From an optimization exercise on the open Yosys and OpenROAD flow, aimed at small area, a short achievable clock period and few clock cycles per item; shortcuts taken in it are not production practice.
The RTL was checked by simulation tests, not by an equivalence proof against the original design.
No activity file was given, so power comes from the tool's default toggle rates.

==> inputs of v24 <==
==> flow/design.v (excerpt) <==
module mac (
    input  wire        clk,
    input  wire        rst,
    input  wire [31:0] x,
    input  wire [31:0] y,
    input  wire        start,
    output wire [31:0] z,
    output wire        busy
  );
  wire pp1 = ~(x[0] & y[0]);
  wire pp2 = ~(x[0] & y[1]);
  wire pp3 = ~(x[0] & y[2]);
  wire pp4 = ~(x[0] & y[3]);
  wire pp5 = ~(x[0] & y[4]);
  wire pp6 = ~(x[0] & y[5]);
  wire pp7 = ~(x[0] & y[6]);
  wire pp8 = x[0] & y[7];
  wire pp9 = ~(x[1] & y[0]);
  wire pp10 = ~(x[1] & y[1]);
  wire pp11 = ~(x[1] & y[2]);
  wire pp12 = ~(x[1] & y[3]);
  wire pp13 = ~(x[1] & y[4]);
  wire pp14 = ~(x[1] & y[5]);
  wire pp15 = ~(x[1] & y[6]);
  wire pp16 = x[1] & y[7];
  wire pp17 = ~(x[2] & y[0]);
  wire pp18 = ~(x[2] & y[1]);
  wire pp19 = ~(x[2] & y[2]);
  wire pp20 = ~(x[2] & y[3]);
  wire pp21 = ~(x[2] & y[4]);
  wire pp22 = ~(x[2] & y[5]);
  wire pp23 = ~(x[2] & y[6]);
  wire pp24 = x[2] & y[7];
  wire pp25 = ~(x[3] & y[0]);
  wire pp26 = ~(x[3] & y[1]);
  wire pp27 = ~(x[3] & y[2]);
  wire pp28 = ~(x[3] & y[3]);
  wire pp29 = ~(x[3] & y[4]);
  wire pp30 = ~(x[3] & y[5]);
  wire pp31 = ~(x[3] & y[6]);
  wire pp32 = x[3] & y[7];
  ...
export LEC_CHECK = 0
export CAP_MARGIN = 20
export CORE_MARGIN = 2
export CORE_UTILIZATION = 40
export SLEW_MARGIN = 20
export SYNTH_HIERARCHICAL = 1
export SYNTH_MINIMUM_KEEP_SIZE = 0
create_clock -name core_clock -period 7.0 [get_ports {clk}]
standard.sh (not shown) runs the stock make flow with config.mk's settings and CLKGATE_MAP_FILE= SYNTH_SCRIPT=/design/flow/synth_recipe.tcl, a recipe that flattens the netlist after the stock synthesis.
==> flow/flow/run.sh <==
#!/bin/bash
# The standard layout (standard.sh), with port buffers of the given cell instead
# of the one buffer_ports picks by default.  make's output goes to standard.log;
# ORFS keeps each step's log under orfs/logs.
set -euo pipefail
export BUFFER_PORTS_ARGS="-buffer_cell sky130_fd_sc_hd__buf_2"
bash standard.sh > standard.log 2>&1
==> v17: changes against v24 <==
--- a/flow/design.v
+++ b/flow/design.v
@@ -749,21 +749,148 @@
   mac_fa u505 (.a(r[26]), .b(c502), .ci(s504), .s(s505), .co(c505));
   wire s506, c506;
   mac_fa u506 (.a(r[27]), .b(r[28]), .ci(c504), .s(s506), .co(c506));
   wire s507, c507;
   mac_fa u507 (.a(r[29]), .b(r[30]), .ci(r[31]), .s(s507), .co(c507));
   wire s508, c508;
   mac_fa u508 (.a(r[32]), .b(r[33]), .ci(r[34]), .s(s508), .co(c508));
-  wire [17:0] sum = ~({1'b1, r[36], r[35], c507, s507, c505, c503, c501, s500, s498, s495, s494, s493, r[4], r[3], r[2], r[1], r[0]} + {1'b0, r[37], c508, s508, c506, s506, s505, s503, c498, 1'b0, c494, 1'b0, 1'b0, 1'b0, 1'b0, 1'b0, 1'b0, 1'b0});
-  assign z    = {{14{sum[17]}}, sum};
+  wire g0 = r[0] & 1'b0;
+  wire p0 = r[0] ^ 1'b0;
+  wire g1 = r[1] & 1'b0;
+  wire p1 = r[1] ^ 1'b0;
+  wire g2 = r[2] & 1'b0;
+  wire p2 = r[2] ^ 1'b0;
+  wire g3 = r[3] & 1'b0;
+  wire p3 = r[3] ^ 1'b0;
+  wire g4 = r[4] & 1'b0;
+  wire p4 = r[4] ^ 1'b0;
+  wire g5 = s493 & 1'b0;
+  wire p5 = s493 ^ 1'b0;
+  wire g6 = s494 & 1'b0;
+  wire p6 = s494 ^ 1'b0;
+  wire g7 = s495 & c494;
+  wire p7 = s495 ^ c494;
+  wire g8 = s498 & 1'b0;
+  wire p8 = s498 ^ 1'b0;
+  wire g9 = s500 & c498;
+  wire p9 = s500 ^ c498;
+  wire g10 = c501 & s503;
+  wire p10 = c501 ^ s503;
+  wire g11 = c503 & s505;
+  wire p11 = c503 ^ s505;
+  wire g12 = c505 & s506;
+  wire p12 = c505 ^ s506;
+  wire g13 = s507 & c506;
+  wire p13 = s507 ^ c506;
+  wire g14 = c507 & s508;
+  wire p14 = c507 ^ s508;
+  wire g15 = r[35] & c508;
+  wire p15 = r[35] ^ c508;
+  wire g16 = r[36] & r[37];
+  wire p16 = r[36] ^ r[37];
+  wire G1_1 = g1 | (p1 & g0);
+  wire P1_1 = p1 & p0;
+  wire G1_3 = g3 | (p3 & g2);
+  wire P1_3 = p3 & p2;
+  wire G1_5 = g5 | (p5 & g4);
+  wire P1_5 = p5 & p4;
+  wire G1_7 = g7 | (p7 & g6);
+  wire P1_7 = p7 & p6;
+  wire G1_9 = g9 | (p9 & g8);
+  wire P1_9 = p9 & p8;
+  wire G1_11 = g11 | (p11 & g10);
+  wire P1_11 = p11 & p10;
+  wire G1_13 = g13 | (p13 & g12);
+  wire P1_13 = p13 & p12;
+  wire G1_15 = g15 | (p15 & g14);
+  wire P1_15 = p15 & p14;
+  wire G2_2 = g2 | (p2 & G1_1);
+  wire P2_2 = p2 & P1_1;
+  wire G2_3 = G1_3 | (P1_3 & G1_1);
+  wire P2_3 = P1_3 & P1_1;
+  wire G2_6 = g6 | (p6 & G1_5);
+  wire P2_6 = p6 & P1_5;
+  wire G2_7 = G1_7 | (P1_7 & G1_5);
+  wire P2_7 = P1_7 & P1_5;
+  wire G2_10 = g10 | (p10 & G1_9);
+  wire P2_10 = p10 & P1_9;
+  wire G2_11 = G1_11 | (P1_11 & G1_9);
+  wire P2_11 = P1_11 & P1_9;
+  wire G2_14 = g14 | (p14 & G1_13);
+  wire P2_14 = p14 & P1_13;
+  wire G2_15 = G1_15 | (P1_15 & G1_13);
+  wire P2_15 = P1_15 & P1_13;
+  wire G4_4 = g4 | (p4 & G2_3);
+  wire P4_4 = p4 & P2_3;
+  wire G4_5 = G1_5 | (P1_5 & G2_3);
+  wire P4_5 = P1_5 & P2_3;
+  wire G4_6 = G2_6 | (P2_6 & G2_3);
+  wire P4_6 = P2_6 & P2_3;
+  wire G4_7 = G2_7 | (P2_7 & G2_3);
+  wire P4_7 = P2_7 & P2_3;
+  wire G4_12 = g12 | (p12 & G2_11);
+  wire P4_12 = p12 & P2_11;
+  wire G4_13 = G1_13 | (P1_13 & G2_11);
+  wire P4_13 = P1_13 & P2_11;
+  wire G4_14 = G2_14 | (P2_14 & G2_11);
+  wire P4_14 = P2_14 & P2_11;
+  wire G4_15 = G2_15 | (P2_15 & G2_11);
+  wire P4_15 = P2_15 & P2_11;
+  wire G8_8 = g8 | (p8 & G4_7);
+  wire P8_8 = p8 & P4_7;
+  wire G8_9 = G1_9 | (P1_9 & G4_7);
+  wire P8_9 = P1_9 & P4_7;
+  wire G8_10 = G2_10 | (P2_10 & G4_7);
+  wire P8_10 = P2_10 & P4_7;
+  wire G8_11 = G2_11 | (P2_11 & G4_7);
+  wire P8_11 = P2_11 & P4_7;
+  wire G8_12 = G4_12 | (P4_12 & G4_7);
+  wire P8_12 = P4_12 & P4_7;
+  wire G8_13 = G4_13 | (P4_13 & G4_7);
+  wire P8_13 = P4_13 & P4_7;
+  wire G8_14 = G4_14 | (P4_14 & G4_7);
+  wire P8_14 = P4_14 & P4_7;
+  wire G8_15 = G4_15 | (P4_15 & G4_7);
+  wire P8_15 = P4_15 & P4_7;
+  wire [2:0] sgn;
+  mac_sgn1 usgn0 (.g(g16), .p(p16), .c(G8_15), .s(sgn[0]));
+  mac_sgn1 usgn1 (.g(g16), .p(p16), .c(G8_15), .s(sgn[1]));
+  mac_sgn1 usgn2 (.g(g16), .p(p16), .c(G8_15), .s(sgn[2]));
+  assign z    = {sgn[2], sgn[2], sgn[2], sgn[2], sgn[2], sgn[1], sgn[1], sgn[1], sgn[1], sgn[1], sgn[0], sgn[0], sgn[0], sgn[0], sgn[0],
+                 ~(p16 ^ G8_15), ~(p15 ^ G8_14), ~(p14 ^ G8_13), ~(p13 ^ G8_12), ~(p12 ^ G8_11), ~(p11 ^ G8_10), ~(p10 ^ G8_9), ~(p9 ^ G8_8), ~(p8 ^ G4_7), ~(p7 ^ G4_6), ~(p6 ^ G4_5), ~(p5 ^ G4_4), ~(p4 ^ G2_3), ~(p3 ^ G2_2), ~(p2 ^ G1_1), ~(p1 ^ g0), ~p0};
   assign busy = 1'b0;
 endmodule
 module mac_fa (
     input  wire a,
     input  wire b,
     input  wire ci,
     output wire s,
     output wire co
   );
   assign s  = a ^ b ^ ci;
   assign co = (a & b) | (a & ci) | (b & ci);
 endmodule
+module mac_sgn (
+    input  wire t,
+    input  wire g,
+    input  wire p,
+    input  wire c,
+    output wire s
+  );
+  assign s = ~(t ^ (g | (p & c)));
+endmodule
+module mac_sgn0 (
+    input  wire g,
+    input  wire p,
+    input  wire c,
+    output wire s
+  );
+  assign s = ~(g | (p & c));
+endmodule
+module mac_sgn1 (
+    input  wire g,
+    input  wire p,
+    input  wire c,
+    output wire s
+  );
+  assign s = g | (p & c);
+endmodule
==> flow/config.mk (replaced) <==
export PLATFORM = sky130hd
export DESIGN_NAME = mac
export DESIGN_NICKNAME = mac
export VERILOG_FILES = /design/flow/design.v
export SDC_FILE = /design/flow/constraint.sdc
export NUM_CORES = 4
export LEC_CHECK = 0
export CAP_MARGIN = 20
export CORE_MARGIN = 2
export CORE_UTILIZATION = 75
export SETUP_SLACK_MARGIN = 2.35
export SLEW_MARGIN = 20
export SYNTH_HIERARCHICAL = 1
export SYNTH_MINIMUM_KEEP_SIZE = 0
==> v21: changes against v24 <==
--- a/flow/design.v
+++ b/flow/design.v
@@ -749,21 +749,148 @@
   mac_fa u505 (.a(r[26]), .b(c502), .ci(s504), .s(s505), .co(c505));
   wire s506, c506;
   mac_fa u506 (.a(r[27]), .b(r[28]), .ci(c504), .s(s506), .co(c506));
   wire s507, c507;
   mac_fa u507 (.a(r[29]), .b(r[30]), .ci(r[31]), .s(s507), .co(c507));
   wire s508, c508;
   mac_fa u508 (.a(r[32]), .b(r[33]), .ci(r[34]), .s(s508), .co(c508));
-  wire [17:0] sum = ~({1'b1, r[36], r[35], c507, s507, c505, c503, c501, s500, s498, s495, s494, s493, r[4], r[3], r[2], r[1], r[0]} + {1'b0, r[37], c508, s508, c506, s506, s505, s503, c498, 1'b0, c494, 1'b0, 1'b0, 1'b0, 1'b0, 1'b0, 1'b0, 1'b0});
-  assign z    = {{14{sum[17]}}, sum};
+  wire g0 = r[0] & 1'b0;
+  wire p0 = r[0] ^ 1'b0;
+  wire g1 = r[1] & 1'b0;
+  wire p1 = r[1] ^ 1'b0;
+  wire g2 = r[2] & 1'b0;
+  wire p2 = r[2] ^ 1'b0;
+  wire g3 = r[3] & 1'b0;
+  wire p3 = r[3] ^ 1'b0;
+  wire g4 = r[4] & 1'b0;
+  wire p4 = r[4] ^ 1'b0;
+  wire g5 = s493 & 1'b0;
+  wire p5 = s493 ^ 1'b0;
+  wire g6 = s494 & 1'b0;
+  wire p6 = s494 ^ 1'b0;
+  wire g7 = s495 & c494;
+  wire p7 = s495 ^ c494;
+  wire g8 = s498 & 1'b0;
+  wire p8 = s498 ^ 1'b0;
+  wire g9 = s500 & c498;
+  wire p9 = s500 ^ c498;
+  wire g10 = c501 & s503;
+  wire p10 = c501 ^ s503;
+  wire g11 = c503 & s505;
+  wire p11 = c503 ^ s505;
+  wire g12 = c505 & s506;
+  wire p12 = c505 ^ s506;
+  wire g13 = s507 & c506;
+  wire p13 = s507 ^ c506;
+  wire g14 = c507 & s508;
+  wire p14 = c507 ^ s508;
+  wire g15 = r[35] & c508;
+  wire p15 = r[35] ^ c508;
+  wire g16 = r[36] & r[37];
+  wire p16 = r[36] ^ r[37];
+  wire G1_1 = g1 | (p1 & g0);
+  wire P1_1 = p1 & p0;
+  wire G1_3 = g3 | (p3 & g2);
+  wire P1_3 = p3 & p2;
+  wire G1_5 = g5 | (p5 & g4);
+  wire P1_5 = p5 & p4;
+  wire G1_7 = g7 | (p7 & g6);
+  wire P1_7 = p7 & p6;
+  wire G1_9 = g9 | (p9 & g8);
+  wire P1_9 = p9 & p8;
+  wire G1_11 = g11 | (p11 & g10);
+  wire P1_11 = p11 & p10;
+  wire G1_13 = g13 | (p13 & g12);
+  wire P1_13 = p13 & p12;
+  wire G1_15 = g15 | (p15 & g14);
+  wire P1_15 = p15 & p14;
+  wire G2_2 = g2 | (p2 & G1_1);
+  wire P2_2 = p2 & P1_1;
+  wire G2_3 = G1_3 | (P1_3 & G1_1);
+  wire P2_3 = P1_3 & P1_1;
+  wire G2_6 = g6 | (p6 & G1_5);
+  wire P2_6 = p6 & P1_5;
+  wire G2_7 = G1_7 | (P1_7 & G1_5);
+  wire P2_7 = P1_7 & P1_5;
+  wire G2_10 = g10 | (p10 & G1_9);
+  wire P2_10 = p10 & P1_9;
+  wire G2_11 = G1_11 | (P1_11 & G1_9);
+  wire P2_11 = P1_11 & P1_9;
+  wire G2_14 = g14 | (p14 & G1_13);
+  wire P2_14 = p14 & P1_13;
+  wire G2_15 = G1_15 | (P1_15 & G1_13);
+  wire P2_15 = P1_15 & P1_13;
+  wire G4_4 = g4 | (p4 & G2_3);
+  wire P4_4 = p4 & P2_3;
+  wire G4_5 = G1_5 | (P1_5 & G2_3);
+  wire P4_5 = P1_5 & P2_3;
+  wire G4_6 = G2_6 | (P2_6 & G2_3);
+  wire P4_6 = P2_6 & P2_3;
+  wire G4_7 = G2_7 | (P2_7 & G2_3);
+  wire P4_7 = P2_7 & P2_3;
+  wire G4_12 = g12 | (p12 & G2_11);
+  wire P4_12 = p12 & P2_11;
+  wire G4_13 = G1_13 | (P1_13 & G2_11);
+  wire P4_13 = P1_13 & P2_11;
+  wire G4_14 = G2_14 | (P2_14 & G2_11);
+  wire P4_14 = P2_14 & P2_11;
+  wire G4_15 = G2_15 | (P2_15 & G2_11);
+  wire P4_15 = P2_15 & P2_11;
+  wire G8_8 = g8 | (p8 & G4_7);
+  wire P8_8 = p8 & P4_7;
+  wire G8_9 = G1_9 | (P1_9 & G4_7);
+  wire P8_9 = P1_9 & P4_7;
+  wire G8_10 = G2_10 | (P2_10 & G4_7);
+  wire P8_10 = P2_10 & P4_7;
+  wire G8_11 = G2_11 | (P2_11 & G4_7);
+  wire P8_11 = P2_11 & P4_7;
+  wire G8_12 = G4_12 | (P4_12 & G4_7);
+  wire P8_12 = P4_12 & P4_7;
+  wire G8_13 = G4_13 | (P4_13 & G4_7);
+  wire P8_13 = P4_13 & P4_7;
+  wire G8_14 = G4_14 | (P4_14 & G4_7);
+  wire P8_14 = P4_14 & P4_7;
+  wire G8_15 = G4_15 | (P4_15 & G4_7);
+  wire P8_15 = P4_15 & P4_7;
+  wire [2:0] sgn;
+  mac_sgn1 usgn0 (.g(g16), .p(p16), .c(G8_15), .s(sgn[0]));
+  mac_sgn1 usgn1 (.g(g16), .p(p16), .c(G8_15), .s(sgn[1]));
+  mac_sgn1 usgn2 (.g(g16), .p(p16), .c(G8_15), .s(sgn[2]));
+  assign z    = {sgn[2], sgn[2], sgn[2], sgn[2], sgn[2], sgn[1], sgn[1], sgn[1], sgn[1], sgn[1], sgn[0], sgn[0], sgn[0], sgn[0], sgn[0],
+                 ~(p16 ^ G8_15), ~(p15 ^ G8_14), ~(p14 ^ G8_13), ~(p13 ^ G8_12), ~(p12 ^ G8_11), ~(p11 ^ G8_10), ~(p10 ^ G8_9), ~(p9 ^ G8_8), ~(p8 ^ G4_7), ~(p7 ^ G4_6), ~(p6 ^ G4_5), ~(p5 ^ G4_4), ~(p4 ^ G2_3), ~(p3 ^ G2_2), ~(p2 ^ G1_1), ~(p1 ^ g0), ~p0};
   assign busy = 1'b0;
 endmodule
 module mac_fa (
     input  wire a,
     input  wire b,
     input  wire ci,
     output wire s,
     output wire co
   );
   assign s  = a ^ b ^ ci;
   assign co = (a & b) | (a & ci) | (b & ci);
 endmodule
+module mac_sgn (
+    input  wire t,
+    input  wire g,
+    input  wire p,
+    input  wire c,
+    output wire s
+  );
+  assign s = ~(t ^ (g | (p & c)));
+endmodule
+module mac_sgn0 (
+    input  wire g,
+    input  wire p,
+    input  wire c,
+    output wire s
+  );
+  assign s = ~(g | (p & c));
+endmodule
+module mac_sgn1 (
+    input  wire g,
+    input  wire p,
+    input  wire c,
+    output wire s
+  );
+  assign s = g | (p & c);
+endmodule
==> flow/config.mk (replaced) <==
export PLATFORM = sky130hd
export DESIGN_NAME = mac
export DESIGN_NICKNAME = mac
export VERILOG_FILES = /design/flow/design.v
export SDC_FILE = /design/flow/constraint.sdc
export NUM_CORES = 4
export LEC_CHECK = 0
export CAP_MARGIN = 20
export CORE_MARGIN = 2
export CORE_UTILIZATION = 60
export SETUP_SLACK_MARGIN = 2.35
export SLEW_MARGIN = 20
export SYNTH_HIERARCHICAL = 1
export SYNTH_MINIMUM_KEEP_SIZE = 0
==> summary.md <==
| Metric | Value |
|---|---|
| Placed insts | around 830 |
| First-pass GRT wire length | 32,400 µm |
| Met1 global-route usage | 51.1% |
| Final wirelength | approximately 21,000 µm |
| Internal power | between 2000 and 2500 µW |
| Status | timing/DRC/antenna clean |
| Post-route cell area | between 0.008 and 0.009 mm² |
| CP Cell Sequence | buf_2 > nand2_1 > fa_1 > fa_2 > fa_2 > fa_1 > fa_1 > fa_1 |
| Final setup margin | between 2 and 2.5 ns |
| Mapped Nets | between 900 and 1,000 |
| Synth Area in XOR/XNOR | a little over 1% |
| Top-area cell type share of the netlist area | approximately three fifths |
[end of results for v17]
==> summary.md <==
| Metric | Value |
|---|---|
| Status | timing/DRC/antenna clean |
| Top-area cell type share of the netlist area | 60.0% |
| Met1 global-route usage | between 40 and 50% |
| Final setup margin | approximately 2.3 ns |
| CP Cell Sequence | buf_2 > nand2_1 > fa_1 > fa_1 > fa_2 > fa_1 > fa_1 > fa_1 |
| Synth Area in XOR/XNOR | 1.01% |
| Final wirelength | between 15,000 and 20,000 µm |
| Leakage power | approximately 0.0033 µW |
| First-pass GRT wire length | between 30,000 and 40,000 µm |
| Internal power | 2170 µW |
| Placed insts | around 870 |
| Final #Nets | 1,025 |
| Mapped Nets | between 900 and 1,000 |
[end of results for v21]
==> summary.md <==
| Metric | Value |
|---|---|
| Final setup margin | ~2.3 ns |
| Hold Slack | approximately 1.6 ns |
| Final wirelength | slightly above 20,000 µm |
| Post-route cell area | 0.00859 mm² |
| Status | timing/DRC/antenna clean |
| PortBufs | 97 |
| Area grow syn2layout | 9.19% |
| CP Max Fanout | 15 |
| Primary FF master, synth | edfxtp_1 |
| Top-area cell type share of the netlist area | approximately three fifths |
| Met2 WL post-DR | 9950 µm |
| CP Cell Sequence | fa_1 > fa_1 > ha_1 > nand2_2 > o21ai_2 > a2111oi_2 > nor3_2 > buf_2 |
| Initial core utilization | between 40% and 50% |
| Synth Area in XOR/XNOR | less than 1% |
| First-pass GRT wire length | between 30,000 and 40,000 µm |
| Met1 global-route usage | between 20% and 30% |
| Placed insts | slightly below 1,000 |
| Mapped Nets | slightly below 1,000 |
[end of results for v24]
Testbench counts of v24, summed over its fixed seeds: cycles 512, items 512.
Testbench counts of v17, summed over its fixed seeds: cycles 512, items 512.
Testbench counts of v21, summed over its fixed seeds: cycles 512, items 512.

afterwards: timing with drivers on the ports:
How much do the figures lean on ideal ports? The routed layouts below were timed once more, with nothing changed but the port constraints. Step 1, drivers: a clkbuf_16 drives clk and a buf_2 each remaining input, both assumed. Step 2 also shifts input and output timing later by t, the mid clock arrival at the registers, as if the neighbouring blocks saw the same clock. Three values: ideal, step 1, step 2; two values: the first two.
| run | t (ns) | setup WS [ns] | hold WS [ns] | worst data-port slew with drivers (ns) | cell pins on the clock port's net |
|---|---|---|---|---|---|
| v24 | 0.334 | 2.270 / 2.228 / 1.986 | 1.635 / 1.614 / 1.875 | 0.05 | 1 |
| v17 | 0.321 | 2.325 / 2.334 / 2.013 | 1.636 / 1.624 / 1.895 | 0.04 | 1 |
| v21 | 0.323 | 2.349 / 2.368 / 2.045 | 1.639 / 1.616 / 1.871 | 0.03 | 1 |
After both steps setup and hold are still met in every run listed. For v17, which loses most, drivers alone change the setup slack by +0.009 ns; drivers and shift together by -0.312 ns.
